What follows belongs to an exercise in optimizing a design on an open flow for small area, a short achievable clock period and few clock cycles; a production flow would make more cautious choices. At most, simulation tests tie the RTL to the original design; equivalence was not proved. No functional check of the RTL was part of runs 5 to 7. Power is estimated from default activity; no workload was simulated.

## standard.sh

```bash
#!/bin/bash
# synth_recipe.tcl (not shown) runs the flow's synth.tcl, then flattens the netlist and writes it again
# the make line also repeats each setting of config.mk as NAME=value (left out here)
make -C /OpenROAD-flow-scripts/flow DESIGN_CONFIG=/design/flow/config.mk WORK_HOME=/design/flow/orfs CLKGATE_MAP_FILE= SYNTH_SCRIPT=/design/flow/synth_recipe.tcl "${@:-finish}"
```

## constraint.sdc

```tcl
create_clock -name core_clock -period 10.0 [get_ports {clk_in}]
set_input_delay 2.0000 -clock core_clock [delete_from_list [all_inputs] [get_ports {clk_in}]]
set_output_delay 2.0000 -clock core_clock [all_outputs]
set_load 0.01 [all_outputs]
```

## config.mk

```make
export PLATFORM = sky130hd
export DESIGN_NAME = cpu
export DESIGN_NICKNAME = cpu
export VERILOG_FILES = /design/flow/design.v
export SDC_FILE = /design/flow/constraint.sdc
export NUM_CORES = 4
export LEC_CHECK = 0
export ABC_CLOCK_PERIOD_IN_PS = 3000
export CAP_MARGIN = 20
export CORE_MARGIN = 2
export CORE_UTILIZATION = 65
export CTS_CLUSTER_DIAMETER = 60
export CTS_CLUSTER_SIZE = 25
export PLACE_DENSITY = 0.75
export SETUP_SLACK_MARGIN = 5
export SLEW_MARGIN = 20
export TNS_END_PERCENT = 0
```

## design.v

```verilog
module cpu(
    input  wire                 clk_in,
    input  wire                 rst_in,
    input  wire                 rdy_in,
    input  wire [ 7:0]          mem_din,
    output reg  [ 7:0]          mem_dout,
    output wire [31:0]          mem_a,
    output reg                  mem_wr
);
    reg [31:0] rf [1:31];
    reg [31:0] A, B, IR;
    reg [31:0] W;          
    reg [14:0] pc;         
    reg [14:0] fpc;        
    reg [1:0]  fstep;      
    reg [17:0] ma;
    assign mem_a = {14'b0, ma};
    reg        iss_f, iss_l, iss_last;
    reg [1:0]  iss_lane;
    reg        cap_f, cap_l, cap_last;
    reg [1:0]  cap_lane;
    reg [1:0]  mrem;       
    reg        dec;        
    reg        ldwb;       
    reg [4:0]  ra;         
    reg [31:1] rsel;       
    reg        ex_alu, wb_alu, ex_rdnz, ex_sub, ex_arith;
    reg        op_add, op_sll, op_slt, op_sltu, op_xor, op_srx, op_or, op_and;
    reg [4:0]  sh;         
    reg        mis;        
    reg [4:0]  ex_rd;
    reg [2:0]  ex_f3;
    wire rdA = cap_f & (cap_lane == 2'd3);
    wire rdB = cap_f & (cap_lane == 2'd0);
    wire [2:0] f3 = IR[14:12];
    wire [6:0] opc = mem_din[6:0];
    reg is_jb, is_br, is_jalr, is_jal, is_u, is_lui, is_mem, is_st, is_ld, is_alu, is_op, alu_sub, is_sll;
    always @(posedge clk_in) begin
        if (rst_in) begin
            is_jb <= 1'b0; is_br <= 1'b0; is_jalr <= 1'b0; is_jal <= 1'b0;
            is_u <= 1'b0; is_lui <= 1'b0; is_mem <= 1'b0; is_st <= 1'b0;
            is_ld <= 1'b0; is_alu <= 1'b0; is_op <= 1'b0; alu_sub <= 1'b0; is_sll <= 1'b0;
        end else begin
            is_jb   <= rdB & opc[6];                           
            is_br   <= rdB & opc[6] & ~opc[2];
            is_jalr <= rdB & opc[6] & opc[2] & ~opc[3];
            is_jal  <= rdB & opc[6] & opc[3];
            is_u    <= rdB & ~opc[6] & opc[2];                 
            is_lui  <= rdB & ~opc[6] & opc[2] & opc[5];
            is_mem  <= rdB & ~opc[6] & ~opc[4];                
            is_st   <= rdB & ~opc[6] & ~opc[4] & opc[5];
            is_ld   <= rdB & ~opc[6] & ~opc[4] & ~opc[5];
            is_alu  <= rdB & ~opc[6] & opc[4] & ~opc[2];       
            is_op   <= rdB & ~opc[6] & opc[4] & ~opc[2] & opc[5];
            is_sll  <= rdB & ~opc[6] & opc[4] & ~opc[2] & IR[14:12] == 3'b001;
            alu_sub <= rdB & ~opc[6] & opc[4] & ~opc[2] &
                       ((opc[5] & IR[30] & IR[14:12] == 3'b000) | IR[14:13] == 2'b01);
        end
    end
    wire eq  = (A == B);
    wire ltu = (A < B);
    wire lt  = (A[31] ^ B[31]) ? A[31] : ltu;
    wire cond = (f3[2] ? (f3[1] ? ltu : lt) : eq) ^ f3[0];
    wire [11:0] imm12 = is_st ? {IR[31:25], IR[11:7]} : IR[31:20];
    wire [17:0] addr  = A[17:0] + {{6{imm12[11]}}, imm12};
    wire [14:0] ptgt  = pc + {IR[16:12], IR[20], IR[30:22]};
    wire [14:0] btgt0 = pc + {{4{IR[31]}}, IR[31], 1'b0, IR[30:25], IR[11:9]};
    wire [14:0] btgt  = mem_din[7] ? {btgt0[14:9] + 6'd1, btgt0[8:0]} : btgt0;
    wire        early = rdB & mem_din[6] & (~mem_din[2] | mem_din[3]);
    wire [14:0] etgt  = mem_din[3] ? ptgt : btgt;
    wire [14:0] pnext = pc + 15'd1;
    wire [14:0] target = addr[16:2];    
    reg  [31:0] ldext;
    always @(*) begin
        case (ex_f3)
            3'b000: ldext = {{24{B[31]}}, B[31:24]};
            3'b100: ldext = {24'b0, B[31:24]};
            3'b001: ldext = {{16{B[31]}}, B[31:16]};
            3'b101: ldext = {16'b0, B[31:16]};
            default: ldext = B;
        endcase
    end
    wire        we = (wb_alu | ldwb) & ex_rdnz;
    wire [31:0] wd = ldwb ? ldext : W;
    wire        fwd = we & (ex_rd == ra);
    reg  [31:0] rfo;
    integer k;
    always @(*) begin
        rfo = 32'b0;
        for (k = 1; k < 32; k = k + 1)
            rfo = rfo | ({32{rsel[k]}} & rf[k]);
    end
    wire [31:0] rdata = fwd ? wd : rfo;
    wire [4:0]  rs1n  = {(cap_f & cap_lane == 2'd2) ? mem_din[3:0] : IR[19:16], IR[15]};
    wire [4:0]  rnext = (iss_f & iss_lane == 2'd3) ? rs1n : {mem_din[0], IR[23:20]};
    always @(posedge clk_in)
        if (we) rf[ex_rd] <= wd;
    wire [31:0] alu_c;
    alu alu(.op_add(op_add), .op_sll(op_sll), .op_slt(op_slt), .op_sltu(op_sltu),
            .op_xor(op_xor), .op_srx(op_srx), .op_or(op_or), .op_and(op_and),
            .sub(ex_sub), .arith(ex_arith), .sh(sh), .a(A), .b(B), .c(alu_c));
    always @(posedge clk_in)
        W <= alu_c;
    function [31:0] rev(input [31:0] x);
        integer i;
        for (i = 0; i < 32; i = i + 1) rev[i] = x[31 - i];
    endfunction
    always @(posedge clk_in) begin
        if (cap_f & ~mis) IR[8*cap_lane +: 8] <= mem_din;
        ra <= rnext;
        rsel <= {31'b0, 1'b1} << rnext >> 1;
        if (rdA) A <= rdata;
        else if (is_u) A <= is_lui ? 32'b0 : {15'b0, pc, 2'b00};
        else if (is_jb) A <= {15'b0, pnext, 2'b00};
        else if (is_sll) A <= rev(A);
        if (rdB) sh <= rdata[4:0];
        else if (is_alu & ~is_op) sh <= IR[24:20];
        if (rdB) B <= rdata;
        else if (is_u) B <= {IR[31:12], 12'b0};
        else if (is_jb) B <= 32'b0;
        else if (is_alu) B <= (is_op ? B : {{20{IR[31]}}, IR[31:20]}) ^ {32{alu_sub}};
        else if (cap_l | (is_st) | (mrem != 2'd0 & mem_wr)) B <= {mem_din, B[31:8]};
        if (dec) begin
            ex_rd    <= IR[11:7];
            ex_f3    <= f3;
            ex_sub   <= alu_sub;
            ex_arith <= IR[30] & f3 == 3'b101;
            op_add   <= ~is_alu | f3 == 3'b000;
            op_sll   <= is_alu & f3 == 3'b001;
            op_slt   <= is_alu & f3 == 3'b010;
            op_sltu  <= is_alu & f3 == 3'b011;
            op_xor   <= is_alu & f3 == 3'b100;
            op_srx   <= is_alu & f3 == 3'b101;
            op_or    <= is_alu & f3 == 3'b110;
            op_and   <= is_alu & f3 == 3'b111;
        end
        mem_dout <= B[7:0];
    end
    always @(posedge clk_in) begin
        if (rst_in) begin
            ma <= 18'd1;
            mem_wr <= 1'b0;
            iss_f <= 1'b1; iss_lane <= 2'd1; iss_l <= 1'b0; iss_last <= 1'b0;
            cap_f <= 1'b0; cap_l <= 1'b0; cap_last <= 1'b0; cap_lane <= 2'd0;
            fpc <= 15'd0; fstep <= 2'd1; pc <= 15'd0;
            mrem <= 2'd0;
            dec <= 1'b0; ldwb <= 1'b0;
            ex_alu <= 1'b0; wb_alu <= 1'b0; ex_rdnz <= 1'b0; mis <= 1'b0;
        end else begin
            mis <= is_br & ~cond;
            cap_f <= iss_f & ~mis; cap_lane <= iss_lane; cap_l <= iss_l; cap_last <= iss_last;
            dec <= rdB;
            ldwb <= cap_l & cap_last;
            ex_alu <= dec & ~is_mem & ~is_br;
            wb_alu <= ex_alu;
            if (dec) ex_rdnz <= (IR[11:7] != 5'd0);
            if (fstep == 2'd3 & mrem == 2'd0) begin
                pc <= fpc;
                fpc <= fpc + 15'd1;
            end
            if (dec & ~is_br & ~is_jal) begin
                if (is_jb) begin
                    ma <= {1'b0, target, 2'b01};
                    iss_f <= 1'b1; iss_lane <= 2'd1; iss_l <= 1'b0;
                    fpc <= target; fstep <= 2'd1;
                end else if (is_mem) begin
                    ma <= addr;
                    mem_wr <= is_st;
                    iss_f <= 1'b0; iss_l <= is_ld;
                    iss_last <= (f3[1:0] == 2'b00);
                    mrem <= {f3[1], f3[1] | f3[0]};
                end else begin
                    ma[1:0] <= 2'd3;
                    iss_lane <= 2'd3;
                    fstep <= 2'd3;
                end
            end else if (mis) begin
                ma <= {1'b0, pnext, 2'b10};
                iss_lane <= 2'd2;
                fpc <= pnext; fstep <= 2'd2;
            end else if (mrem != 2'd0) begin
                ma[1:0] <= ma[1:0] + 2'd1;
                mrem <= mrem - 2'd1;
                iss_last <= (mrem == 2'd1);
            end else begin
                ma <= {1'b0, fpc, fstep + 2'd1};
                mem_wr <= 1'b0;
                iss_f <= 1'b1; iss_lane <= fstep + 2'd1; iss_l <= 1'b0;
                fstep <= fstep + 2'd1;
            end
            if (early) begin
                ma[16:0] <= {etgt, 2'b01};
                iss_lane <= 2'd1;
                fpc <= etgt; fstep <= 2'd1;
            end
        end
    end
endmodule
module alu(
    input  wire        op_add, op_sll, op_slt, op_sltu, op_xor, op_srx, op_or, op_and,
    input  wire        sub,     
    input  wire        arith,   
    input  wire [4:0]  sh,      
    input  wire [31:0] a,
    input  wire [31:0] b,
    output wire [31:0] c
);
    wire [33:0] s2  = {1'b0, a, 1'b1} + {1'b0, b, sub};
    wire [32:0] sum = s2[33:1];
    wire ltu = ~sum[32];
    wire lt  = (a[31] == b[31]) ? a[31] : sum[31];
    function [31:0] rev(input [31:0] x);
        integer i;
        for (i = 0; i < 32; i = i + 1) rev[i] = x[31 - i];
    endfunction
    wire        fill = arith & a[31];
    wire [31:0] h0  = sh[0] ? {fill, a[31:1]} : a;
    wire [31:0] h1  = sh[1] ? {{2{fill}}, h0[31:2]} : h0;
    wire [31:0] h2  = sh[2] ? {{4{fill}}, h1[31:4]} : h1;
    wire [31:0] h3  = sh[3] ? {{8{fill}}, h2[31:8]} : h2;
    wire [31:0] shr = sh[4] ? {{16{fill}}, h3[31:16]} : h3;
    assign c = ({32{op_add}} & sum[31:0]) |
               ({32{op_sll}} & rev(shr)) |
               ({32{op_srx}} & shr) |
               {31'b0, (op_slt & lt) | (op_sltu & ltu)} |
               ({32{op_xor}} & (a ^ b)) |
               ({32{op_or}}  & (a | b)) |
               ({32{op_and}} & (a & b));
endmodule
```

## flow/run.sh

```bash
#!/bin/bash
# The standard layout, with faster port buffers and a repair that aims
# further below the clock period. Make's output goes to flow.log.
set -euo pipefail
bash standard.sh "BUFFER_PORTS_ARGS=-buffer_cell sky130_fd_sc_hd__buf_4" \
    SETUP_SLACK_MARGIN=9 finish > flow.log 2>&1
```

==> results.txt, run 1 <==
min Tclk post-route 3200 ps; Detail Route Antenna Nets 0; share of the synthesized area in the top cell type 0.598; Avg Cell Area, Syn 13.1 sq um; drt initial violations 8535; reg2reg setup slack 6800 ps; Die Ht 296 um; slowest stage delay, CP 680 ps; Hold Path Stages 1; first-pass GRT wire length 272000 um; Final Cycle Share 0.320; share of layout cells above drive strength 1 0.155; Hold Violations, Final 0; Peak VDD IR 0.244 mV; pwr/cell area 251 mW/mm^2; largest net degree at the start of global routing 65; DR vias/cell 7.42; worst hold endpoint wb_alu; num rows 107; Die ar. 0.0877 sq mm; R2R cell count 7; CP cell instances buf_4 -> a22o_1 -> a221oi_1 -> nand4_1 -> nor3_1 -> a21oi_1 -> a22o_1; CP dominant cell by count a22o_1; EDFF count, synth 1104; HPWL Detailed 112000 um; gpl congestion 1.01; RSZ-0062 raised after global routing true; Pre-antenna DRT Iters 8; hold path start ex_alu; Worst EP required 10430 ps; deepest clock path buffer count 3; main area contributors after synthesis edfxtp_1, dfxtp_1, ha_1, a221oi_1, a22o_1; Root Buffer clkbuf_16; multi-input logic area 0.0184 sq mm; Max-Cap Viols 0; sequential area share after synthesis 0.653; max_slew headroom 0.235; r2r endpoint A[30]; vias in the first global route 37300; DR vias 41000; DRC viols 0; Initial Util 0.654; CTS tree yes; I/O Buffers 36; CP Max Fanout 21; Die Span X 296 um; slowest CP cell nor3_1; IO Count 52; most frequent cells in the layout edfxtp_1, buf_4, nand2_1, nor2_1, a21oi_1; routed wire length 197000 um; Post-Syn Area 0.0555 sq mm; post-layout util 0.728; Hold Path Class reg -> reg; Synth cell types 81; grt ovf 0; Crit path arrival time 3630 ps; synthesized instance count 4222; Final TNS setup 0 ps; Post-DP Area 0.0574 sq mm; Least-Margin Pin Slew 1150 ps; Yosys top cell by area edfxtp_1; Final Instance Area 0.0618 sq mm; status no timing/DRC/antenna violations; Setup CP Type reg -> reg; most common cell after layout, fill and taps aside edfxtp_1; Yosys warnings 2; reg2reg start rsel[6]; final setup margin 6800 ps; fin nets 4498; leak pwr 20.9 nW; Placed Cells 5256; Critical Path Start Type flop; Reg clk slew, reported paths 90 ps; Slew Viols, Final 0; WL per Instance 35.6 um; Seq cells post-synth 1259; Core ar. 0.0849 sq mm; non-filler cells in the finished layout 5535; initial antenna violation count 6; total power 15.5 mW; n_diodes 0; skew final 41.4 ps; dpl ws 5640 ps; share of flip-flops with an asynchronous set or reset 0; clock tree sinks 1259; GRT Resource Usage Total 0.444; CP Capture Type flop; area grow syn2layout 11.3%; Setup-failing EPs final 0; Top FF cell, synth edfxtp_1; htree depth 3; FF+latch area 0.0363 sq mm; Num CTS Buffers 77; Min Hold Slack 459 ps; clock latency on the worst-skew pair 690 ps; fillers 5626; fmax 312 MHz
[state kept, by name, summed over array words and instances (netlist names), 3 cells and up]
register / flops
rf: 992
W: 32
B: 32
pc: 15
mem_dout: 8
rsel: 31
sh: 5
ex_rd: 5
IR: 25
ra: 5
A: 32
ex_f3: 3
fpc: 15
ma: 18
[worst max path at each step]
stage	slack, ps	to	start
2_1_floorplan	6570	fpc[7]	mem_din[3]
3_3_place_gp	5660	ma[14]	mem_din[3]
3_5_place_dp	5640	ma[14]	mem_din[3]
4_1_cts	6850	mem_a[11]	ma[11]
5_1_grt	6800	fpc[9]	IR[23]
6_report	6800	A[30]	rsel[6]
[area by class of cell]
type,instances,area share
tap,1144,0.0232
clock inverter,44,0.00938
clock buffer,89,0.0331
inverter,173,0.0107
multi-input combinational,2529,0.298
timing repair inverter,1,0.0000810
sequential,1259,0.588
timing repair buffer,296,0.0374
[timing repair]
item	4_1_cts	5_1_grt
cloned	0	2
setup endpoints to repair	2376	2377
buffers inserted	80	64
resized for setup	70	91
hold buffers	0	0
pin swaps	17	31
[routing by layer]
metal,wire (um),GRT usage,share of wire,vias to the layer above
li1,-,-,-,16600
met1,66900,0.626,0.34,19800
met2,83300,0.636,0.42,3850
met3,35200,0.139,0.18,704
met4,11400,0.202,0.058,10
met5,69,0,0.00035,-
[Yosys cell counts, types with 25 or more instances]
| cell | count |
|---|---|
| a21o_1 | 35 |
| a21oi_1 | 246 |
| a221oi_1 | 176 |
| a222oi_1 | 64 |
| a22o_1 | 162 |
| a22oi_1 | 176 |
| and3_1 | 25 |
| buf_1 | 27 |
| clkbuf_1 | 222 |
| dfxtp_1 | 155 |
| edfxtp_1 | 1104 |
| ha_1 | 146 |
| inv_1 | 171 |
| mux2i_1 | 91 |
| nand2_1 | 265 |
| nand3_1 | 62 |
| nand4_1 | 73 |
| nor2_1 | 256 |
| nor2b_1 | 34 |
| nor3_1 | 60 |
| o211ai_1 | 39 |
| o21ai_0 | 160 |
| o22ai_1 | 31 |
| xnor2_1 | 89 |
| xor2_1 | 33 |
[worst max-delay path, delay by kind of cell (launching register included)]
family                 cells  cell delay [ps]
AO/OA/AOI/OAI              4             1210
buffers and inverters      1              390
flip-flops                 1              500
AND/OR/NAND/NOR            2              840
[cell families after synthesis]
logic type | Yosys count | share of synthesized area
buf+inv | 448 | 0.0318
compound gates | 1255 | 0.163
other cells | 1 | 0.0000676
simple gates | 858 | 0.0714
fa+ha+maj | 150 | 0.0344
flops | 1259 | 0.653
xor+xnor | 124 | 0.0200
mux | 127 | 0.0262
[where the power goes]
part,switching (mW),internal (mW),total (mW)
sequential,0.339,6.50,6.84
clock,1.89,1.62,3.51
combinational,3.57,1.60,5.17
Testbench counts, summed over its fixed seeds: cycles 818,495.
==> run 2, diff against run 1 <==
--- a/flow/run.sh
+++ b/flow/run.sh
@@ -5,2 +5,2 @@
 bash standard.sh "BUFFER_PORTS_ARGS=-buffer_cell sky130_fd_sc_hd__buf_4" \
-    SETUP_SLACK_MARGIN=9 finish > flow.log 2>&1
+    SETUP_SLACK_MARGIN=8 finish > flow.log 2>&1
==> results.txt, run 2 <==
status no timing/DRC/antenna violations; Max-Cap Viols 0 (unchanged); DR vias 41000 (unchanged); Seq cells post-synth 1259 (unchanged); Die Ht 296 um (unchanged); initial antenna violation count 6 (unchanged); Yosys warnings 2 (unchanged); Die Span X 296 um (unchanged); n_diodes 0 (unchanged); met2 WL 83300 um (unchanged); synthesized instance count 4222 (unchanged); max_slew headroom 0.235 (unchanged); routed wire length 197000 um (unchanged); Post-CTS Hold Buffers 0 (unchanged); Final Instance Area 0.0618 sq mm (unchanged); share of the synthesized area in the top cell type 0.598 (unchanged); max reg flops 992 (unchanged); fmax 312 MHz (unchanged); Post-DP Area 0.0574 sq mm (unchanged); WL met1 66900 um (unchanged); DR top layer met5; Reg with most FFs rf; Hold Violations, Final 0 (unchanged); post-layout util 0.728 (unchanged); IO Count 52 (unchanged); Detail Route Antenna Nets 0 (unchanged); Final TNS setup 0 ps (unchanged); Die ar. 0.0877 sq mm (unchanged); Pre-antenna DRT Iters 8 (unchanged); drt initial violations 8535 (unchanged); Core ar. 0.0849 sq mm (unchanged); Initial Util 0.654 (unchanged); CTS tree yes; Worst EP required 10430 ps (about the same); HPWL Detailed 112000 um (unchanged); Synth cell types 81 (unchanged); leak pwr 20.9 nW (unchanged); Critical Path Start Type flop; Num CTS Buffers 77 (unchanged); htree depth 3 (unchanged); largest net degree at the start of global routing 65 (unchanged); num rows 107 (unchanged); gpl congestion 1.01 (unchanged); most frequent cell after synthesis edfxtp_1; CP Max Fanout 21 (unchanged); Post-Syn Area 0.0555 sq mm (unchanged); Crit path arrival time 3630 ps (about the same); deepest clock path buffer count 3 (unchanged); CP Capture Type flop; Post-synth top cells edfxtp_1, nand2_1, nor2_1; first-pass GRT wire length 272000 um (unchanged); Top FF cell, synth edfxtp_1; area grow syn2layout 11.3% (unchanged); main area contributors after synthesis edfxtp_1, dfxtp_1, ha_1, a221oi_1, a22o_1; share of layout cells above drive strength 1 0.155 (unchanged); Setup-failing EPs final 0 (unchanged); Min Hold Slack 459 ps (unchanged); I/O Buffers 36 (unchanged); grt ovf 0 (unchanged); min Tclk post-route 3200 ps (unchanged); most frequent cells in the layout edfxtp_1, buf_4, nand2_1, nor2_1, a21oi_1; fin nets 4498 (unchanged); DRC viols 0 (unchanged); Slew Viols, Final 0 (unchanged); Avg Cell Area, Syn 13.1 sq um (unchanged); RSZ-0062 raised after global routing true; Root Buffer clkbuf_16; skew final 41.4 ps (unchanged); GRT Resource Usage Total 0.444 (unchanged); Setup CP Type reg -> reg; vias in the first global route 37300 (unchanged); EDFF count, synth 1104 (unchanged); clock tree sinks 1259 (unchanged); Yosys top cell by area edfxtp_1; sequential area share after synthesis 0.653 (unchanged); met3 WL 35200 um (unchanged); pwr/cell area 251 mW/mm^2 (unchanged); Final Cycle Share 0.320 (unchanged); WL per Instance 35.6 um (unchanged); Reg clk slew, reported paths 90 ps (about the same); DR vias/cell 7.42 (unchanged); most common cell after layout, fill and taps aside edfxtp_1; clock latency on the worst-skew pair 690 ps (about the same); share of flip-flops with an asynchronous set or reset 0 (unchanged); Hold Path Class reg -> reg; Least-Margin Pin Slew 1150 ps (unchanged); Peak VDD IR 0.244 mV (unchanged)
==> run 2: cell counts after synthesis <==
Identical to the previous run, type by type.
==> run 2: critical path, cell delays in order (launching register included) <==
cell      delay, ps
dfxtp_2         500
buf_4           390
a22o_1          310
a221oi_1        260
nand4_1         160
nor3_1          680
a21oi_1         360
a22o_1          280
==> run 2: area by class of cell <==
type	count	area, sq um
clock buffers	89	2050
clock inverters	44	579
fillers	5626	23100
inverters	173	659
multi-input cells	2529	18400
flip-flops and latches	1259	36300
well taps	1144	1430
repair buffers	296	2310
repair inverters	1	5.00
==> run 2: stage by stage <==
stage | instances | setup WS (ps) | total power, mW
2_1_floorplan | 4235 | 6570 | 9.51
3_3_place_gp | 5256 | 5660 | 11.4
3_5_place_dp | 5256 | 5640 | 11.5
4_1_cts | 5469 | 6850 | 15.1
5_1_grt | 5535 | 6800 | 15.8
6_report | 5535 | 6800 | 15.5
==> run 2: path summary, 6_finish.rpt <==
| path | cells after the start | slack (ps) | to | from |
|---|---|---|---|---|
| max | 7 | 6800 | A[30] | rsel[6] |
| min | 1 | 460 | wb_alu | ex_alu |
| max reg2reg | 7 | 6800 | A[30] | rsel[6] |
| min reg2reg | 1 | 460 | wb_alu | ex_alu |
==> run 2: per-layer routing <==
layer / GRT usage / up-vias
li1: - / 16600
met4: 0.202 / 10
met2: 0.636 / 3850
met1: 0.626 / 19800
met3: 0.139 / 704
met5: 0 / -
==> run 2: logic make-up after synthesis <==
kind of cell,count (synthesis),share of synthesized area
flops,1259,0.653
xor+xnor,124,0.0200
other cells,1,0.0000676
buf+inv,448,0.0318
compound gates,1255,0.163
mux,127,0.0262
simple gates,858,0.0714
fa+ha+maj,150,0.0344
==> run 2: report_power, final <==
part	switching, mW	leakage [nW]	internal (mW)	total, mW
Combinational	3.57	8.53	1.60	5.17
Sequential	0.339	11.1	6.50	6.84
Clock	1.89	1.27	1.62	3.51
==> run 2: repair_timing <==
action,CTS,global route
gates cloned,0,2
setup buffers,80,64
resized for setup,70,91
pin swaps,17,31
setup endpoints to repair,1760,2319
==> run 3, diff against run 2 <==
--- a/config.mk
+++ b/config.mk
@@ -7,3 +7,3 @@
 export LEC_CHECK = 0
-export ABC_CLOCK_PERIOD_IN_PS = 3000
+export ABC_CLOCK_PERIOD_IN_PS = 2500
 export CAP_MARGIN = 20
==> results.txt, run 3 <==
most common cell after layout, fill and taps aside edfxtp_1; Hold Path Class reg -> reg; Setup CP Type reg -> reg; share of layout cells above drive strength 1 0.155 (unchanged); Reg clk slew, reported paths 90 ps (about the same); Yosys warnings 2 (unchanged); grt ovf 0 (unchanged); htree depth 3 (unchanged); r2r endpoint A[30]; num rows 107 (unchanged); total power 15.5 mW (unchanged); non-filler cells in the finished layout 5535 (unchanged); EDFF count, synth 1104 (unchanged); Yosys top cell by area edfxtp_1; min Tclk post-route 3200 ps (unchanged); main area contributors after synthesis edfxtp_1, dfxtp_1, ha_1, a221oi_1, a22o_1; Crit path arrival time 3630 ps (about the same); Initial Util 0.654 (unchanged); IO Count 52 (unchanged); DR vias/cell 7.42 (unchanged); Max-Cap Viols 0 (unchanged); Die Span X 296 um (unchanged); Slew Viols, Final 0 (unchanged); most frequent cell after synthesis edfxtp_1; reg2reg setup slack 6800 ps (about the same); DRC viols 0 (unchanged); Detail Route Antenna Nets 0 (unchanged); max_slew headroom 0.235 (unchanged); Avg Cell Area, Syn 13.1 sq um (unchanged); Hold Path Stages 1 (unchanged); Peak VDD IR 0.244 mV (unchanged); Core ar. 0.0849 sq mm (unchanged); Post-CTS Hold Buffers 0 (unchanged); DR vias 41000 (unchanged); Final Cycle Share 0.320 (unchanged); fillers 5626 (unchanged); Min Hold Slack 459 ps (unchanged); synthesized instance count 4222 (unchanged); routed wire length 197000 um (unchanged); Synth cell types 81 (unchanged); CP Max Fanout 21 (unchanged); share of flip-flops with an asynchronous set or reset 0 (unchanged); status no timing/DRC/antenna violations; Post-Syn Area 0.0555 sq mm (unchanged); fmax 312 MHz (unchanged); Top FF cell, synth edfxtp_1; largest net degree at the start of global routing 65 (unchanged); Placed Cells 5256 (unchanged); Die Ht 296 um (unchanged); vias in the first global route 37300 (unchanged); reg2reg start rsel[6]; WL per Instance 35.6 um (unchanged); Setup-failing EPs final 0 (unchanged); deepest clock path buffer count 3 (unchanged); dpl ws 5640 ps (unchanged); Die ar. 0.0877 sq mm (unchanged); sequential area share after synthesis 0.653 (unchanged); CP Capture Type flop; first-pass GRT wire length 272000 um (unchanged); n_diodes 0 (unchanged); area grow syn2layout 11.3% (unchanged); share of the synthesized area in the top cell type 0.598 (unchanged); Seq cells post-synth 1259 (unchanged); drt initial violations 8535 (unchanged); HPWL Detailed 112000 um (unchanged); Hold Violations, Final 0 (unchanged); Worst EP required 10430 ps (about the same); Post-synth top cells edfxtp_1, nand2_1, nor2_1; CTS tree yes; max reg flops 992 (unchanged); Critical Path Start Type flop; R2R cell count 7 (unchanged); pwr/cell area 251 mW/mm^2 (unchanged); clock latency on the worst-skew pair 690 ps (about the same); GRT Resource Usage Total 0.444 (unchanged); final setup margin 6800 ps (unchanged); Root Buffer clkbuf_16; Num CTS Buffers 77 (unchanged); initial antenna violation count 6 (unchanged); gpl congestion 1.01 (unchanged); worst hold endpoint wb_alu; most frequent cells in the layout edfxtp_1, buf_4, nand2_1, nor2_1, a21oi_1; Reg with most FFs rf; RSZ-0062 raised after global routing true; Pre-antenna DRT Iters 8 (unchanged); I/O Buffers 36 (unchanged); hold path start ex_alu; skew final 41.4 ps (unchanged); clock tree sinks 1259 (unchanged); Final TNS setup 0 ps (unchanged); leak pwr 20.9 nW (unchanged); Least-Margin Pin Slew 1150 ps (unchanged); fin nets 4498 (unchanged)
## run 3: cell counts after synthesis
Identical to the previous run, type by type.
## run 3: layout make-up
cell class | count | area, sq um | area share
clock buffers | 89 | 2050 | 0.0331
clock inverters | 44 | 579 | 0.00938
inverters | 173 | 659 | 0.0107
multi-input cells | 2529 | 18400 | 0.298
flip-flops and latches | 1259 | 36300 | 0.588
well taps | 1144 | 1430 | 0.0232
repair buffers | 296 | 2310 | 0.0374
repair inverters | 1 | 5.00 | 0.0000810
## run 3: per-stage QoR
step                instance area (sq um)   util
floorplan                           55500      -
global placement                    57400  0.676
detailed placement                  57400  0.676
global route                        61800  0.728
CTS                                 60900  0.717
finish                              61800  0.728
## run 3: worst max-delay path, stage by stage (launching register included)
cell      delay, ps
dfxtp_2         500
buf_4           390
a22o_1          310
a221oi_1        260
nand4_1         160
nor3_1          680
a21oi_1         360
a22o_1          280
## run 3: where the power goes
group	internal (mW)	switching, mW
Sequential	6.50	0.339
Combinational	1.60	3.57
Clock	1.62	1.89
Total	9.72	5.80
## run 3: cell families after synthesis
kind of cell / synth area share
other: 0.0000676
muxes: 0.0262
AOI/OAI and AO/OA: 0.163
DFF: 0.653
and+or+nand+nor: 0.0714
xor gates and xnor gates: 0.0200
adders and majority gates: 0.0344
buffers and inverters: 0.0318
## run 3: worst max path at each step
stage | slack, ps | cells past startpoint | startpoint | to
after detailed placement | 5640 | 7 | mem_din[3] | ma[14]
final | 6800 | 7 | rsel[6] | A[30]
after CTS | 6850 | 1 | ma[11] | mem_a[11]
after global placement | 5660 | 7 | mem_din[3] | ma[14]
after floorplan | 6570 | 10 | mem_din[3] | fpc[7]
after global routing | 6800 | 12 | IR[23] | fpc[9]
## run 3: metal layers
metal	track usage	share of wire	vias to the layer above
li1	-	-	16600
met1	0.626	0.34	19800
met2	0.636	0.42	3850
met3	0.139	0.18	704
met4	0.202	0.058	10
met5	0	0.00035	-
## run 3: repair_timing
item | in CTS | in global routing
setup endpoints to repair | 1760 | 2319
buffers inserted | 80 | 64
resized for setup | 70 | 91
pin swaps | 17 | 31
gates cloned | 0 | 2
==> run 4, diff against run 3 <==
--- a/config.mk
+++ b/config.mk
@@ -7,9 +7,9 @@
 export LEC_CHECK = 0
-export ABC_CLOCK_PERIOD_IN_PS = 2500
+export ABC_CLOCK_PERIOD_IN_PS = 3000
 export CAP_MARGIN = 20
 export CORE_MARGIN = 2
-export CORE_UTILIZATION = 65
+export CORE_UTILIZATION = 60
 export CTS_CLUSTER_DIAMETER = 60
 export CTS_CLUSTER_SIZE = 25
-export PLACE_DENSITY = 0.75
+export PLACE_DENSITY = 0.7
 export SETUP_SLACK_MARGIN = 5
==> results.txt, run 4 <==
status no timing/DRC/antenna violations; FF+latch area 0.0363 sq mm (about the same); Setup-failing EPs final 0 (unchanged); share of the synthesized area in the top cell type 0.598 (unchanged); IO Count 52 (unchanged); Peak VDD IR 0.211 mV (-13%); skew final 78.3 ps (+36.9 ps); most frequent cells in the layout edfxtp_1, nand2_1, buf_4, nor2_1, a21oi_1; leak pwr 20.9 nW (+0.15%); Die Ht 308 um (+4.0%); dpl ws 5680 ps (+40.9 ps); CTS tree yes; WL met1 70700 um (+5.7%); Final Cycle Share 0.340 (+0.0192); HPWL Detailed 114000 um (+1.6%); CP dominant cell by count a22o_1; Worst EP required 10430 ps (about the same); most common cell after layout, fill and taps aside edfxtp_1; DRC viols 0 (unchanged); GRT Resource Usage Total 0.409 (-0.0350); Initial Util 0.605 (-0.0484); Synth cell types 81 (unchanged); Detail Route Antenna Nets 0 (unchanged); share of layout cells above drive strength 1 0.152 (-0.00288); EDFF count, synth 1104 (unchanged); clock tree sinks 1259 (unchanged); final setup margin 6600 ps (-192 ps); grt ovf 0 (unchanged); Reg clk slew, reported paths 90 ps (about the same); Top FF cell, synth edfxtp_1; Die ar. 0.0949 sq mm (+8.2%); slowest CP cell nor3_1; Die Span X 308 um (+4.0%); Root Buffer clkbuf_16; DR top layer met5; max_slew headroom 0.0430 (-0.192); area grow syn2layout 11.6%; Num CTS Buffers 85 (+10%); Avg Cell Area, Syn 13.1 sq um (unchanged); initial antenna violation count 7 (+1); slowest stage delay, CP 860 ps (+180 ps); largest net degree at the start of global routing 65 (unchanged); fillers 6662 (+18%); Hold Violations, Final 0 (unchanged); clock latency on the worst-skew pair 740 ps (+50 ps); deepest clock path buffer count 3 (unchanged); DR vias 41100 (+0.19%); Slew Viols, Final 0 (unchanged); fin nets 4472 (-0.58%); CP bufs+invs 1 (unchanged); Crit path arrival time 3830 ps (+200 ps); Post-Syn Area 0.0555 sq mm (unchanged); max reg flops 992 (unchanged); Yosys warnings 2 (unchanged); synthesized instance count 4222 (unchanged); reg2reg setup slack 6600 ps (-190 ps); Least-Margin Pin Slew 1430 ps (+283 ps); met3 WL 33900 um (-3.7%); CP Capture Type flop; routed wire length 200000 um (+1.6%); met2 WL 84600 um (+1.6%); multi-input logic area 0.0184 sq mm (-0.18%); drt initial violations 8229 (-3.6%); Seq cells post-synth 1259 (unchanged); fmax 294 MHz (-5.7%); Pre-antenna DRT Iters 8 (unchanged); WL per Instance 35.9 um (+0.91%); main area contributors after synthesis edfxtp_1, dfxtp_1, ha_1, a221oi_1, a22o_1; Post-synth top cells edfxtp_1, nand2_1, nor2_1; Core ar. 0.0917 sq mm (+8.0%); Hold Path Class reg -> reg; crit-path leading delay family compound AO/OA/AOI/OAI gates; Post-CTS Hold Buffers 0 (unchanged); pwr/cell area 256 mW/mm^2 (+1.9%); sequential area share after synthesis 0.653 (unchanged); Critical Path Start Type flop; Setup CP Type reg -> reg; RSZ-0062 raised after global routing true; first-pass GRT wire length 272000 um (+0.18%); most frequent cell after synthesis edfxtp_1; htree depth 3 (unchanged); gpl congestion 0.995 (-1.5%); Final TNS setup 0 ps (unchanged); CP Max Fanout 24 (+14%); Reg with most FFs rf; CP cell instances buf_4 -> a22o_1 -> a221oi_1 -> nand3_1 -> nor3_1 -> a21oi_1 -> a22o_1; DR vias/cell 7.38 (-0.51%); Max-Cap Viols 0 (unchanged); share of flip-flops with an asynchronous set or reset 0 (unchanged); num rows 111 (+3.7%); min Tclk post-route 3400 ps (+192 ps); I/O Buffers 36 (unchanged); Yosys top cell by area edfxtp_1; vias in the first global route 37100 (-0.48%)
## run 4: metal layers
layer	vias to the layer above	track usage
met4	4	0.185
met1	20200	0.583
met5	-	0
met3	610	0.112
li1	16700	-
met2	3634	0.588
## run 4: logic make-up (layout without fill, tap and decap cells)
group	count (synthesis)	in the layout	synth area share
mux	127	127	0.0262
xor+xnor	124	124	0.0200
other cells	1	20	0.0000676
simple gates	858	858	0.0714
compound gates	1255	1260	0.163
fa+ha+maj	150	150	0.0344
buf+inv	448	590	0.0318
flops	1259	1259	0.653
## run 4: per-stage QoR
step,hold WS (ps),utilization,total power [mW],area (sq um),cells
finish,462,0.675,15.8,61900,5574
global route,475,0.675,16.2,61900,5568
CTS,465,0.667,15.4,61100,5512
detailed placement,454,0.628,11.5,57500,5301
global placement,451,0.627,11.5,57500,5301
floorplan,406,-,9.51,55500,4235
## run 4: path summary, 6_finish.rpt
check	depth (start not counted)	start	end
setup / recovery	7	rsel[19]	A[28]
hold / removal	2	is_ld	iss_l
setup reg to reg	7	rsel[19]	A[28]
hold reg to reg	2	is_ld	iss_l
## run 4: worst reg2reg max path, cell delays in order, from the launching register on
cell      delay (ps)
dfxtp_2          490
buf_4            390
a22o_1           310
a221oi_1         280
nand3_1          120
nor3_1           860
a21oi_1          400
a22o_1           280
## run 4: area by class of cell
type	instances	area share
antenna	6	0.000243
clock buffer	96	0.0359
clock inverter	62	0.0129
inverter	173	0.0106
multi-input combinational	2533	0.297
sequential	1259	0.587
tap	1186	0.0240
timing repair buffer	259	0.0326
## run 4: timing repair
item	4_1_cts	5_1_grt
endpoints found under the setup margin	2160	2319
gates resized for setup	60	76
buffers inserted	53	51
pin swaps	15	31
cloned	0	5
## run 4: power breakdown
part           switching, mW  leakage (nW)  internal, mW  total (mW)
combinational           3.59          8.38          1.56        5.15
sequential             0.360          11.1          6.50        6.86
clock                   2.04          1.46          1.79        3.83
==> run 5, diff against run 4 <==
--- a/design.v
+++ b/design.v
@@ -25,3 +25,3 @@
     reg [4:0]  ra;         
-    reg [31:1] rsel;       
+    reg        rz;         
     reg        ex_alu, wb_alu, ex_rdnz, ex_sub, ex_arith;
@@ -68,6 +68,5 @@
     wire [14:0] btgt  = mem_din[7] ? {btgt0[14:9] + 6'd1, btgt0[8:0]} : btgt0;
-    wire        early = rdB & mem_din[6] & (~mem_din[2] | mem_din[3]);
-    wire [14:0] etgt  = mem_din[3] ? ptgt : btgt;
+    wire        early = rdB & mem_din[6] & ~mem_din[2];
     wire [14:0] pnext = pc + 15'd1;
-    wire [14:0] target = addr[16:2];    
+    wire [14:0] target = is_jalr ? addr[16:2] : ptgt;
     reg  [31:0] ldext;
@@ -85,12 +84,3 @@
     wire        fwd = we & (ex_rd == ra);
-    reg  [31:0] rfo;
-    integer k;
-    always @(*) begin
-        rfo = 32'b0;
-        for (k = 1; k < 32; k = k + 1)
-            rfo = rfo | ({32{rsel[k]}} & rf[k]);
-    end
-    wire [31:0] rdata = fwd ? wd : rfo;
-    wire [4:0]  rs1n  = {(cap_f & cap_lane == 2'd2) ? mem_din[3:0] : IR[19:16], IR[15]};
-    wire [4:0]  rnext = (iss_f & iss_lane == 2'd3) ? rs1n : {mem_din[0], IR[23:20]};
+    wire [31:0] rdata = fwd ? wd : rz ? 32'b0 : rf[ra];
     always @(posedge clk_in)
@@ -109,10 +99,15 @@
         if (cap_f & ~mis) IR[8*cap_lane +: 8] <= mem_din;
-        ra <= rnext;
-        rsel <= {31'b0, 1'b1} << rnext >> 1;
+        if (cap_f & cap_lane == 2'd2) begin
+            ra <= {mem_din[3:0], IR[15]};
+            rz <= {mem_din[3:0], IR[15]} == 5'd0;
+        end else if (rdA) begin
+            ra <= {mem_din[0], IR[23:20]};
+            rz <= {mem_din[0], IR[23:20]} == 5'd0;
+        end
         if (rdA) A <= rdata;
         else if (is_u) A <= is_lui ? 32'b0 : {15'b0, pc, 2'b00};
-        else if (is_jb) A <= {15'b0, pnext, 2'b00};
+        else if (is_jb) A <= {15'b0, fpc, 2'b00};
         else if (is_sll) A <= rev(A);
         if (rdB) sh <= rdata[4:0];
-        else if (is_alu & ~is_op) sh <= IR[24:20];
+        else if (is_alu & ~IR[5]) sh <= IR[24:20];
         if (rdB) B <= rdata;
@@ -120,3 +115,3 @@
         else if (is_jb) B <= 32'b0;
-        else if (is_alu) B <= (is_op ? B : {{20{IR[31]}}, IR[31:20]}) ^ {32{alu_sub}};
+        else if (is_alu) B <= (IR[5] ? B : {{20{IR[31]}}, IR[31:20]}) ^ {32{alu_sub}};
         else if (cap_l | (is_st) | (mrem != 2'd0 & mem_wr)) B <= {mem_din, B[31:8]};
@@ -136,3 +131,3 @@
         end
-        mem_dout <= B[7:0];
+        if ((is_st) | (mrem != 2'd0 & mem_wr)) mem_dout <= B[7:0];
     end
@@ -160,3 +155,3 @@
             end
-            if (dec & ~is_br & ~is_jal) begin
+            if (dec & ~is_br) begin
                 if (is_jb) begin
@@ -191,5 +186,5 @@
             if (early) begin
-                ma[16:0] <= {etgt, 2'b01};
+                ma[16:0] <= {btgt, 2'b01};
                 iss_lane <= 2'd1;
-                fpc <= etgt; fstep <= 2'd1;
+                fpc <= btgt; fstep <= 2'd1;
             end
@@ -215,8 +210,3 @@
     endfunction
-    wire        fill = arith & a[31];
-    wire [31:0] h0  = sh[0] ? {fill, a[31:1]} : a;
-    wire [31:0] h1  = sh[1] ? {{2{fill}}, h0[31:2]} : h0;
-    wire [31:0] h2  = sh[2] ? {{4{fill}}, h1[31:4]} : h1;
-    wire [31:0] h3  = sh[3] ? {{8{fill}}, h2[31:8]} : h2;
-    wire [31:0] shr = sh[4] ? {{16{fill}}, h3[31:16]} : h3;
+    wire [31:0] shr = $signed({arith & a[31], a}) >>> sh;
     assign c = ({32{op_add}} & sum[31:0]) |
--- a/flow/run.sh
+++ b/flow/run.sh
@@ -5,2 +5,2 @@
 bash standard.sh "BUFFER_PORTS_ARGS=-buffer_cell sky130_fd_sc_hd__buf_4" \
-    SETUP_SLACK_MARGIN=8 finish > flow.log 2>&1
+    SETUP_SLACK_MARGIN=7 finish > flow.log 2>&1
--- a/config.mk
+++ b/config.mk
@@ -10,6 +10,4 @@
 export CORE_MARGIN = 2
-export CORE_UTILIZATION = 60
-export CTS_CLUSTER_DIAMETER = 60
-export CTS_CLUSTER_SIZE = 25
-export PLACE_DENSITY = 0.7
+export CORE_UTILIZATION = 40
+export PLACE_DENSITY = 0.55
 export SETUP_SLACK_MARGIN = 5
==> results.txt, run 5 <==
Core ar. 0.144 sq mm (+57%); Synth cell types 87 (+7.4%); Hold Path Stages 1 (-1); Combinational Power Share 0.270 (-0.055); WL met1 78000 um (+10%); Detail Route Antenna Nets 0 (unchanged); reg2reg start B[12]; max_slew headroom 0.247 (+0.204); Setup-failing EPs final 0 (unchanged); Hold Path Class reg -> reg; leak pwr 22.1 nW (+5.8%); vias in the first global route 35600 (-4.2%); HPWL Detailed 113000 um (-0.65%); WL per Instance 30.4 um (-15%); EDFF count, synth 1119 (+1.4%); most frequent cell after synthesis edfxtp_1; Root Buffer clkbuf_16; Die Ht 385 um (+25%); Max-Cap Viols 0 (unchanged); CTS tree yes; Avg Cell Area, Syn 14.4 sq um (+9.6%); Top FF cell, synth edfxtp_1; Num CTS Buffers 134 (+58%); Pre-antenna DRT Iters 6 (-2); Yosys warnings 2 (unchanged); sequential area share after synthesis 0.617 (-0.0364); grt ovf 0 (unchanged); DRC viols 0 (unchanged); total power 15.7 mW (-0.88%); min Tclk post-route 3550 ps (+157 ps); I/O Buffers 36 (unchanged); Final TNS setup 0 ps (unchanged); Final Cycle Share 0.355 (+0.0157); synthesized instance count 4040 (-4.3%); largest net degree at the start of global routing 75 (+15%); Post-Syn Area 0.0582 sq mm (+4.9%); switching power 5.14 mW (-14%); area grow syn2layout 13.8%; RSZ-0062 raised after global routing true; drt initial violations 4167 (-49%); Die Span X 385 um (+25%); Crit path arrival time 4260 ps (+430 ps); Die ar. 0.149 sq mm (+56%); initial antenna violation count 8 (+1); Reg with most FFs rf; hold path start ex_alu; gpl congestion 0.945 (-5.0%); Int Power 10.6 mW (+7.2%); Reg clk slew, reported paths 60 ps (-30 ps); Least-Margin Pin Slew 1130 ps (-304 ps); htree depth 4 (+1); Critical Path Start Type flop; switching portion of total power 0.328 (-0.0507); clock latency on the worst-skew pair 770 ps (+30 ps); Seq cells post-synth 1234 (-2.0%); main area contributors after synthesis edfxtp_1, mux4_2, dfxtp_1, ha_1, mux2i_1; CP Max Fanout 9 (-63%); reg2reg setup slack 6450 ps (-160 ps); pwr/cell area 237 mW/mm^2 (-7.3%); met3 WL 13200 um (-61%); sequential group share of total power 0.425 (-0.008); DR top layer met5; Yosys top cell by area edfxtp_1; fin nets 4302 (-3.8%); skew final 29.2 ps (-49.1 ps); Post-synth top cells edfxtp_1, nand2_1, mux4_2; status no timing/DRC/antenna violations; DR vias 37100 (-9.9%); Peak VDD IR 0.155 mV (-26%); IO Count 52 (unchanged); r2r endpoint mis; share of flip-flops with an asynchronous set or reset 0 (unchanged); Hold Violations, Final 0 (unchanged); GRT Resource Usage Total 0.249 (-0.160); clock tree sinks 1234 (-2.0%); DR vias/cell 6.03 (-18%); Setup CP Type reg -> reg; first-pass GRT wire length 264000 um (-2.9%); Worst EP required 10700 ps (+270 ps); share of the synthesized area in the top cell type 0.578 (-0.0200); worst hold endpoint wb_alu; fmax 281 MHz (-4.4%); share of layout cells above drive strength 1 0.207 (+0.0547); most common cell after layout, fill and taps aside edfxtp_1; Clk pwr share 0.305 (+0.063); CP Capture Type flop; R2R cell count 10 (+3); Initial Util 0.404 (-0.201); Slew Viols, Final 0 (unchanged); max reg flops 992 (unchanged); deepest clock path buffer count 3 (unchanged); num rows 139 (+25%); most frequent cells in the layout edfxtp_1, nand2_1, mux4_2, a21oi_1, nor2_1; routed wire length 187000 um (-6.5%); met2 WL 88100 um (+4.1%)
-- run 5: cell count changes in the layout (fill, tap and decap cells not counted), sizes merged, moves of 73 or more --
cell / before / now
nand2: 265 / 350
a22oi: 176 / 18
clkbuf: 96 / 169
mux4: 12 / 299
a221oi: 176 / 38
a22o: 162 / 12
-- run 5: worst max-delay path by stage --
stage | from | to
6_report | B[12] | mis
5_1_grt | IR[20] | ma[8]
4_1_cts | mem_dout[5] | mem_dout[5]
3_5_place_dp | flop | B[25]
3_3_place_gp | flop | A[24]
2_1_floorplan | mem_din[7] | ma[16]
-- run 5: layer usage --
layer / global-route usage / vias to the layer above
met5: 0 / -
met1: 0.346 / 19200
li1: - / 15900
met4: 0.0927 / 6
met3: 0.0386 / 348
met2: 0.398 / 1633
-- run 5: cell type report --
type / instances / area (sq um)
Tap cell: 1903 / 2380
Timing Repair Buffer: 215 / 1920
Sequential cell: 1234 / 35900
Fill cell: 12600 / 77800
Antenna cell: 1 / 2.50
Clock buffer: 167 / 3600
Multi-Input combinational cell: 2412 / 21200
Inverter: 144 / 541
Clock inverter: 72 / 606
-- run 5: power groups by stage --
stage                     clock network (mW)  registers (mW)  logic [mW]
after floorplan                            0            6.59        2.62
after global placement                     0            6.85        3.82
after detailed placement                   0            6.85        3.84
after CTS                               4.87            6.68        4.07
after global routing                    5.07            6.67        4.52
final                                   4.79            6.67        4.24
-- run 5: metrics by stage --
step / setup slack [ps] / util / hold WS (ps) / std cells / instance area [sq um]
6_report: 6450 / 0.460 / 454 / 6148 / 66200
3_3_place_gp: 5280 / 0.423 / 439 / 5838 / 60900
5_1_grt: 6530 / 0.460 / 471 / 6147 / 66200
3_5_place_dp: 5310 / 0.423 / 442 / 5838 / 60900
2_1_floorplan: 6860 / - / 406 / 4053 / 58300
4_1_cts: 6560 / 0.456 / 457 / 6113 / 65700
-- run 5: what timing repair did --
| action | CTS | global route |
|---|---|---|
| cloned | 1 | 2 |
| setup endpoints to repair | 412 | 413 |
| setup buffers | 35 | 31 |
| gates resized for setup | 68 | 26 |
| hold buffers | 0 | 0 |
| pin swaps | 7 | 5 |
-- run 5: cells by family after synthesis --
kind of cell | count (synthesis) | share of synthesized area
flops | 1234 | 0.617
compound gates | 861 | 0.0947
simple gates | 787 | 0.0586
mux | 480 | 0.147
buf+inv | 407 | 0.0311
fa+ha+maj | 150 | 0.0328
xor+xnor | 120 | 0.0182
other cells | 1 | 0.0000645
-- run 5: critical path, cell delays in order (launching register included) --
cell	delay (ps)
edfxtp_1	570
inv_1	110
ha_1	420
nor2_1	250
nand4_1	320
nor3_2	360
a31oi_1	290
o21ai_1	350
a221oi_1	170
a21oi_2	400
mux2i_1	220
==> run 6, diff against run 5 <==
--- a/design.v
+++ b/design.v
@@ -65,6 +65,5 @@
     wire [17:0] addr  = A[17:0] + {{6{imm12[11]}}, imm12};
-    wire [14:0] ptgt  = pc + {IR[16:12], IR[20], IR[30:22]};
-    wire [14:0] btgt0 = pc + {{4{IR[31]}}, IR[31], 1'b0, IR[30:25], IR[11:9]};
-    wire [14:0] btgt  = mem_din[7] ? {btgt0[14:9] + 6'd1, btgt0[8:0]} : btgt0;
-    wire        early = rdB & mem_din[6] & ~mem_din[2];
+    wire [14:0] poff  = is_jal ? {IR[16:12], IR[20], IR[30:22]}
+                               : {{4{IR[31]}}, IR[31], IR[7], IR[30:25], IR[11:9]};
+    wire [14:0] ptgt  = pc + poff;
     wire [14:0] pnext = pc + 15'd1;
@@ -98,3 +97,3 @@
     always @(posedge clk_in) begin
-        if (cap_f & ~mis) IR[8*cap_lane +: 8] <= mem_din;
+        if (cap_f) IR[8*cap_lane +: 8] <= mem_din;
         if (cap_f & cap_lane == 2'd2) begin
@@ -155,3 +154,3 @@
             end
-            if (dec & ~is_br) begin
+            if (dec) begin
                 if (is_jb) begin
@@ -172,5 +171,5 @@
             end else if (mis) begin
-                ma <= {1'b0, pnext, 2'b10};
-                iss_lane <= 2'd2;
-                fpc <= pnext; fstep <= 2'd2;
+                ma <= {1'b0, pnext, 2'b11};
+                iss_lane <= 2'd3;
+                fpc <= pnext; fstep <= 2'd3;
             end else if (mrem != 2'd0) begin
@@ -184,7 +183,2 @@
                 fstep <= fstep + 2'd1;
-            end
-            if (early) begin
-                ma[16:0] <= {btgt, 2'b01};
-                iss_lane <= 2'd1;
-                fpc <= btgt; fstep <= 2'd1;
             end
==> results.txt, run 6 <==
max reg flops 992 (unchanged); Core ar. 0.143 sq mm (-0.60%); Die Span X 383 um (-0.61%); switching portion of total power 0.341 (+0.0137); sequential group share of total power 0.411 (-0.014); main area contributors after synthesis edfxtp_1, mux4_2, dfxtp_1, ha_1, mux2i_1; Reg with most FFs rf; post-layout util 0.457 (-0.00223); max_slew headroom 0.170 (-0.0773); Post-DP Area 0.0603 sq mm (-0.91%); num rows 139 (unchanged); first-pass GRT wire length 258000 um (-2.3%); CP Capture Type flop; switching power 5.62 mW (+9.3%); total power 16.5 mW (+4.9%); Root Buffer clkbuf_16; Die Ht 383 um (-0.61%); grt ovf 0 (unchanged); fillers 12600 (-0.21%); Post-Syn Area 0.0575 sq mm (-1.2%); most common cell after layout, fill and taps aside edfxtp_1; I/O Buffers 36 (unchanged); Hold Violations, Final 0 (unchanged); WL per Instance 29.9 um (-1.8%); Hold Path Class reg -> reg; Setup-failing EPs final 0 (unchanged); CP bufs+invs 2 (+1); status no timing/DRC/antenna violations; FF+latch area 0.0360 sq mm (about the same); Crit path arrival time 4200 ps (-60 ps); slowest CP cell o31ai_1; Combinational Power Share 0.299 (+0.029); gpl congestion 0.965 (+2.1%); Final TNS setup 0 ps (unchanged); most frequent cell after synthesis edfxtp_1; Avg Cell Area, Syn 14.4 sq um (+0.19%); drt initial violations 4015 (-3.6%); DR vias 36200 (-2.3%); IO Count 52 (unchanged); HPWL Detailed 107000 um (-5.5%); share of the synthesized area in the top cell type 0.585 (+0.00717); Yosys top cell by area edfxtp_1; CP cell instances buf_4 -> inv_1 -> ha_1 -> o21bai_1 -> a21oi_1 -> o311ai_0 -> a221oi_1 -> o31ai_1 -> a41oi_2 -> mux2i_1; fmax 282 MHz (about the same); Worst EP required 10650 ps (-50 ps); DRC viols 0 (unchanged); Num CTS Buffers 134 (unchanged); min Tclk post-route 3550 ps (-1.25 ps); Least-Margin Pin Slew 1240 ps (+118 ps); GRT Resource Usage Total 0.246 (-0.00372); clock tree sinks 1235 (+0.081%); slowest stage delay, CP 600 ps (+30 ps); crit-path leading delay family compound AO/OA/AOI/OAI gates; share of flip-flops with an asynchronous set or reset 0 (unchanged); synthesized instance count 3983 (-1.4%); fin nets 4240 (-1.4%); most frequent cells in the layout edfxtp_1, nand2_1, mux4_2, a21oi_1, o21ai_0; Final Cycle Share 0.355 (about the same); Seq cells post-synth 1235 (+0.081%); sequential area share after synthesis 0.625 (+0.00801); Top FF cell, synth edfxtp_1; clock latency on the worst-skew pair 790 ps (+20 ps); DR vias/cell 5.95 (-1.3%); Yosys warnings 2 (unchanged); Reg clk slew, reported paths 60 ps (about the same); CTS tree yes; initial antenna violation count 9 (+1); skew final 57.6 ps (+28.4 ps); multi-input logic area 0.0204 sq mm (-3.6%); final setup margin 6450 ps (+1.25 ps); EDFF count, synth 1119 (unchanged); Peak VDD IR 0.144 mV (-7.4%); CP Max Fanout 9 (unchanged); dpl ws 5010 ps (-299 ps); Detail Route Antenna Nets 0 (unchanged); Synth cell types 77 (-11%); Slew Viols, Final 0 (unchanged); routed wire length 182000 um (-2.8%); leak pwr 21.9 nW (-0.87%); Pre-antenna DRT Iters 6 (unchanged); Int Power 10.9 mW (+2.8%); Final Instance Area 0.0655 sq mm (-1.1%); vias in the first global route 34700 (-2.5%); Initial Util 0.402 (-0.00253); Post-synth top cells edfxtp_1, nand2_1, mux4_2; n_diodes 0 (-1); RSZ-0062 raised after global routing true; Clk pwr share 0.289 (-0.016); Die ar. 0.147 sq mm (-1.2%); pwr/cell area 252 mW/mm^2 (+6.1%); deepest clock path buffer count 3 (unchanged); Setup CP Type reg -> reg; htree depth 4 (unchanged); Critical Path Start Type flop; area grow syn2layout 13.9%; Max-Cap Viols 0 (unchanged); Post-CTS Hold Buffers 0 (unchanged); largest net degree at the start of global routing 55 (-27%); share of layout cells above drive strength 1 0.202 (-0.00482)
run 6: changes by cell type after synthesis, moves of 19 or more:
cell and change:
o21ai_0 +45, o21ai_1 -42, buf_6 -19, clkbuf_1 +19
nor2_1 -29
run 6: cell families after synthesis:
group	Yosys count	share of synthesized area
flip-flops	1235	0.625
AO/OA/AOI/OAI	843	0.0917
AND/OR/NAND/NOR	759	0.0572
multiplexers	481	0.149
buffers and inverters	415	0.0297
adder cells (fa/ha/maj)	141	0.0311
XOR/XNOR	108	0.0165
other	1	0.0000653
run 6: power groups by stage:
| stage | registers (mW) | logic, mW | clock network [mW] |
|---|---|---|---|
| floorplan | 6.69 | 3.06 | 0 |
| global placement | 6.98 | 4.45 | 0 |
| detailed placement | 6.98 | 4.48 | 0 |
| CTS | 6.78 | 4.80 | 4.85 |
| global route | 6.78 | 5.26 | 5.06 |
| finish | 6.78 | 4.93 | 4.77 |
run 6: timing repair:
action	CTS	global route
gates cloned	1	0
gates resized for setup	69	12
endpoints found under the setup margin	348	783
buffers inserted	46	22
pin swaps	1	4
run 6: area by class of cell:
class,instances,area share
clock buffer,164,0.0537
sequential,1235,0.549
tap,1903,0.0364
inverter,147,0.00843
timing repair buffer,224,0.0300
clock inverter,66,0.0101
multi-input combinational,2346,0.312
run 6: path summary, 6_finish.rpt:
kind              startpoint     to  slack [ps]  cells past startpoint
setup reg to reg       A[10]    mis        6450                     10
hold reg to reg        is_ld  iss_l         460                      2
setup / recovery       A[10]    mis        6450                     10
hold / removal         is_ld  iss_l         460                      2
run 6: per-stage QoR:
step | hold WS (ps) | std cells
after global routing | 470 | 6085
after CTS | 457 | 6063
after floorplan | 406 | 3996
final | 457 | 6085
after detailed placement | 453 | 5786
after global placement | 447 | 5786
run 6: tightest hold or removal path, cell delays in order, from the launching register on:
cell and delay, ps:
dfxtp_1 290, nand3_1 60, a21oi_1 60
run 6: metal layers:
metal / vias up / track usage / share of wire
met1: 18700 / 0.335 / 0.41
met4: 2 / 0.0941 / 0.041
met3: 329 / 0.0353 / 0.068
li1: 15600 / - / -
met2: 1514 / 0.398 / 0.48
met5: - / 0 / 0.000061
==> run 7, diff against run 6 <==
--- a/design.v
+++ b/design.v
@@ -27,4 +27,2 @@
     reg        ex_alu, wb_alu, ex_rdnz, ex_sub, ex_arith;
-    reg        op_add, op_sll, op_slt, op_sltu, op_xor, op_srx, op_or, op_and;
-    reg [4:0]  sh;         
     reg        mis;        
@@ -36,3 +34,3 @@
     wire [6:0] opc = mem_din[6:0];
-    reg is_jb, is_br, is_jalr, is_jal, is_u, is_lui, is_mem, is_st, is_ld, is_alu, is_op, alu_sub, is_sll;
+    reg is_jb, is_br, is_jalr, is_jal, is_u, is_lui, is_mem, is_st, is_ld, is_alu, is_op, alu_sub;
     always @(posedge clk_in) begin
@@ -41,3 +39,3 @@
             is_u <= 1'b0; is_lui <= 1'b0; is_mem <= 1'b0; is_st <= 1'b0;
-            is_ld <= 1'b0; is_alu <= 1'b0; is_op <= 1'b0; alu_sub <= 1'b0; is_sll <= 1'b0;
+            is_ld <= 1'b0; is_alu <= 1'b0; is_op <= 1'b0; alu_sub <= 1'b0;
         end else begin
@@ -54,3 +52,2 @@
             is_op   <= rdB & ~opc[6] & opc[4] & ~opc[2] & opc[5];
-            is_sll  <= rdB & ~opc[6] & opc[4] & ~opc[2] & IR[14:12] == 3'b001;
             alu_sub <= rdB & ~opc[6] & opc[4] & ~opc[2] &
@@ -87,11 +84,5 @@
     wire [31:0] alu_c;
-    alu alu(.op_add(op_add), .op_sll(op_sll), .op_slt(op_slt), .op_sltu(op_sltu),
-            .op_xor(op_xor), .op_srx(op_srx), .op_or(op_or), .op_and(op_and),
-            .sub(ex_sub), .arith(ex_arith), .sh(sh), .a(A), .b(B), .c(alu_c));
+    alu alu(.f3(ex_f3), .sub(ex_sub), .arith(ex_arith), .a(A), .b(B), .c(alu_c));
     always @(posedge clk_in)
         W <= alu_c;
-    function [31:0] rev(input [31:0] x);
-        integer i;
-        for (i = 0; i < 32; i = i + 1) rev[i] = x[31 - i];
-    endfunction
     always @(posedge clk_in) begin
@@ -108,5 +99,2 @@
         else if (is_jb) A <= {15'b0, fpc, 2'b00};
-        else if (is_sll) A <= rev(A);
-        if (rdB) sh <= rdata[4:0];
-        else if (is_alu & ~IR[5]) sh <= IR[24:20];
         if (rdB) B <= rdata;
@@ -118,13 +106,5 @@
             ex_rd    <= IR[11:7];
-            ex_f3    <= f3;
+            ex_f3    <= (is_alu | is_ld) ? f3 : 3'b000;
             ex_sub   <= alu_sub;
-            ex_arith <= IR[30] & f3 == 3'b101;
-            op_add   <= ~is_alu | f3 == 3'b000;
-            op_sll   <= is_alu & f3 == 3'b001;
-            op_slt   <= is_alu & f3 == 3'b010;
-            op_sltu  <= is_alu & f3 == 3'b011;
-            op_xor   <= is_alu & f3 == 3'b100;
-            op_srx   <= is_alu & f3 == 3'b101;
-            op_or    <= is_alu & f3 == 3'b110;
-            op_and   <= is_alu & f3 == 3'b111;
+            ex_arith <= IR[30];
         end
@@ -188,9 +168,8 @@
 module alu(
-    input  wire        op_add, op_sll, op_slt, op_sltu, op_xor, op_srx, op_or, op_and,
+    input  wire [2:0]  f3,      
     input  wire        sub,     
     input  wire        arith,   
-    input  wire [4:0]  sh,      
     input  wire [31:0] a,
     input  wire [31:0] b,
-    output wire [31:0] c
+    output reg  [31:0] c
 );
@@ -204,10 +183,17 @@
     endfunction
-    wire [31:0] shr = $signed({arith & a[31], a}) >>> sh;
-    assign c = ({32{op_add}} & sum[31:0]) |
-               ({32{op_sll}} & rev(shr)) |
-               ({32{op_srx}} & shr) |
-               {31'b0, (op_slt & lt) | (op_sltu & ltu)} |
-               ({32{op_xor}} & (a ^ b)) |
-               ({32{op_or}}  & (a | b)) |
-               ({32{op_and}} & (a & b));
+    wire        left = (f3 == 3'b001);
+    wire [31:0] shin = left ? rev(a) : a;
+    wire [31:0] shr  = $signed({arith & shin[31], shin}) >>> b[4:0];
+    always @(*) begin
+        case (f3)
+            3'b000: c = sum[31:0];
+            3'b001: c = rev(shr);
+            3'b010: c = {31'b0, lt};
+            3'b011: c = {31'b0, ltu};
+            3'b100: c = a ^ b;
+            3'b101: c = shr;
+            3'b110: c = a | b;
+            default: c = a & b;
+        endcase
+    end
 endmodule
==> results.txt, run 7 <==
status no timing/DRC/antenna violations; Post-synth top cells edfxtp_1, nand2_1, mux4_2; CP bufs+invs 4 (+2); Seq cells post-synth 1221 (-1.1%); pwr/cell area 253 mW/mm^2 (+0.53%); Reg clk slew, reported paths 70 ps (about the same); Critical Path Start Type flop; Crit path arrival time 4270 ps (+70 ps); CP Max Fanout 16 (+7); dpl ws 5220 ps (+212 ps); CP Capture Type flop; fin nets 4281 (+0.97%); Detail Route Antenna Nets 0 (unchanged); max_slew headroom 0.254 (+0.0843); sequential group share of total power 0.399 (-0.012); Slew Viols, Final 0 (unchanged); Combinational Power Share 0.312 (+0.013); Peak VDD IR 0.143 mV (-0.55%); fillers 12600 (+0.17%); main area contributors after synthesis edfxtp_1, mux4_2, dfxtp_1, ha_1, mux2i_1; CP dominant cell by count buf_12; I/O Buffers 36 (unchanged); Reg with most FFs rf; Die Ht 384 um (+0.22%); initial antenna violation count 4 (-5); Top FF cell, synth edfxtp_1; switching power 5.76 mW (+2.4%); vias in the first global route 35700 (+3.1%); Num CTS Buffers 134 (unchanged); most common cell after layout, fill and taps aside edfxtp_1; Setup-failing EPs final 0 (unchanged); clock latency on the worst-skew pair 770 ps (-20 ps); htree depth 4 (unchanged); GR Util met3 0.0413 (+0.00603); Die ar. 0.147 sq mm (+0.44%); routed wire length 185000 um (+1.7%); Final TNS setup 0 ps (unchanged); area grow syn2layout 14.5%; GR met1 Demand/Resource 0.341 (+0.00559); Initial Util 0.402 (+0.000788); Avg Cell Area, Syn 14.3 sq um (-0.85%); DR vias/cell 6.06 (+1.8%); Min Hold Slack 435 ps (-22.0 ps); multi-input logic area 0.0213 sq mm (+4.0%); slowest CP cell nor2_1; met2 Use GR 0.394 (-0.00449); Synth cell types 80 (+3.9%); num rows 139 (unchanged); sequential area share after synthesis 0.615 (-0.00985); max reg flops 992 (unchanged); clock tree sinks 1221 (-1.1%); largest net degree at the start of global routing 65 (+18%); first-pass GRT wire length 263000 um (+2.0%); DRC viols 0 (unchanged); slowest stage delay, CP 530 ps (-70 ps); busiest grt layer met2; share of the synthesized area in the top cell type 0.575 (-0.00932); Die Span X 384 um (+0.22%); crit-path leading delay family compound AO/OA/AOI/OAI gates; Max-Cap Viols 0 (unchanged); IO Count 52 (unchanged); non-filler cells in the finished layout 6130 (+0.74%); Pre-antenna DRT Iters 6 (unchanged); switching portion of total power 0.345 (+0.00321); HPWL Detailed 108000 um (+1.4%); fmax 276 MHz (-2.0%); Clk pwr share 0.289 (about the same); Yosys top cell by area edfxtp_1; final setup margin 6380 ps (-73.1 ps); Hold Path Class reg -> reg; CTS tree yes; most frequent cells in the layout edfxtp_1, mux4_2, nand2_1, nor2_1, a21oi_1; RSZ-0062 raised after global routing true; leak pwr 22.2 nW (+1.3%); total power 16.7 mW (+1.5%); Core ar. 0.143 sq mm (+0.24%); Post-Syn Area 0.0577 sq mm (+0.44%); Root Buffer clkbuf_16; Final Cycle Share 0.362 (+0.00731); most frequent cell after synthesis edfxtp_1; gpl congestion 0.978 (+1.3%); GRT Resource Usage Total 0.249 (+0.00293); Setup CP Type reg -> reg; Least-Margin Pin Slew 1120 ps (-129 ps); Hold Violations, Final 0 (unchanged); drt initial violations 4276 (+6.5%); WL per Instance 30.2 um (+0.98%); grt ovf 0 (unchanged); Worst EP required 10640 ps (about the same); Int Power 11.0 mW (+0.97%); min Tclk post-route 3620 ps (+73.1 ps); deepest clock path buffer count 3 (unchanged); FF+latch area 0.0355 sq mm (-1.1%); Post-CTS Hold Buffers 0 (unchanged); CP cell instances buf_12 -> buf_12 -> or3b_4 -> buf_4 -> bufbuf_16 -> a21oi_1 -> o21ai_0 -> a32oi_1 -> o221ai_1 -> nor2_1 -> nand2_1 -> a31oi_1; synthesized instance count 4035 (+1.3%); DR vias 37100 (+2.5%); EDFF count, synth 1106 (-1.2%); Placed Cells 5821 (+0.60%); share of layout cells above drive strength 1 0.210 (+0.00783); skew final 57.6 ps (-0.0134 ps); share of flip-flops with an asynchronous set or reset 0 (unchanged); Yosys warnings 2 (unchanged)
[run 7: path summary, 6_finish.rpt]
| check | startpoint | slack, ps | depth (start not counted) | endpoint |
|---|---|---|---|---|
| worst max-delay path | ex_f3[2] | 6380 | 12 | W[3] |
| worst min-delay path | cap_last | 430 | 2 | ldwb |
| worst max register to register | ex_f3[2] | 6380 | 12 | W[3] |
| worst min register to register | cap_last | 430 | 2 | ldwb |
[run 7: what timing repair did]
item / 4_1_cts / 5_1_grt
resized for setup: 114 / 23
pin swaps: 13 / 3
setup buffers: 52 / 12
endpoints found under the setup margin: 1033 / 981
cloned: 9 / 1
[run 7: routing by layer]
| metal | vias to the layer above | part of all wire |
|---|---|---|
| met5 | - | 0.000070 |
| met4 | 2 | 0.043 |
| met3 | 393 | 0.068 |
| met2 | 1599 | 0.47 |
| met1 | 19200 | 0.42 |
| li1 | 15900 | - |
[run 7: logic make-up (layout without fill, tap and decap cells)]
logic type,count (synthesis),in the layout,share of synthesized area
other,1,15,0.0000650
xor gates and xnor gates,106,106,0.0161
and+or+nand+nor,808,808,0.0610
buffers and inverters,420,598,0.0290
muxes,511,511,0.156
DFF,1221,1221,0.615
AOI/OAI and AO/OA,827,827,0.0915
adders and majority gates,141,141,0.0310
[run 7: final cells by class]
type                       instances  share of cell area
antenna                            1           0.0000379
clock buffer                     178              0.0545
clock inverter                    55             0.00933
inverter                         147             0.00869
multi-input combinational       2407               0.322
sequential                      1221               0.538
tap                             1903              0.0360
timing repair buffer             215              0.0317
timing repair inverter             3            0.000227
[run 7: metrics by stage]
| step | area (sq um) | util |
|---|---|---|
| 4_1_cts | 65900 | 0.459 |
| 3_3_place_gp | 60500 | 0.422 |
| 2_1_floorplan | 57800 | - |
| 3_5_place_dp | 60500 | 0.422 |
| 5_1_grt | 66100 | 0.461 |
| 6_report | 66100 | 0.461 |
[run 7: power by group through the flow]
| stage | combinational, mW | clock [mW] | sequential [mW] |
|---|---|---|---|
| 6_report | 5.21 | 4.83 | 6.68 |
| 5_1_grt | 5.54 | 5.13 | 6.69 |
| 4_1_cts | 5.06 | 4.93 | 6.68 |
| 3_5_place_dp | 4.74 | 0 | 6.83 |
| 3_3_place_gp | 4.72 | 0 | 6.82 |
| 2_1_floorplan | 3.19 | 0 | 6.59 |
[run 7: worst min-delay path: cells and delay by family, from the launching register on]
family / cells / cell delay, ps
DFF: 1 / 310
and+or+nand+nor: 2 / 90
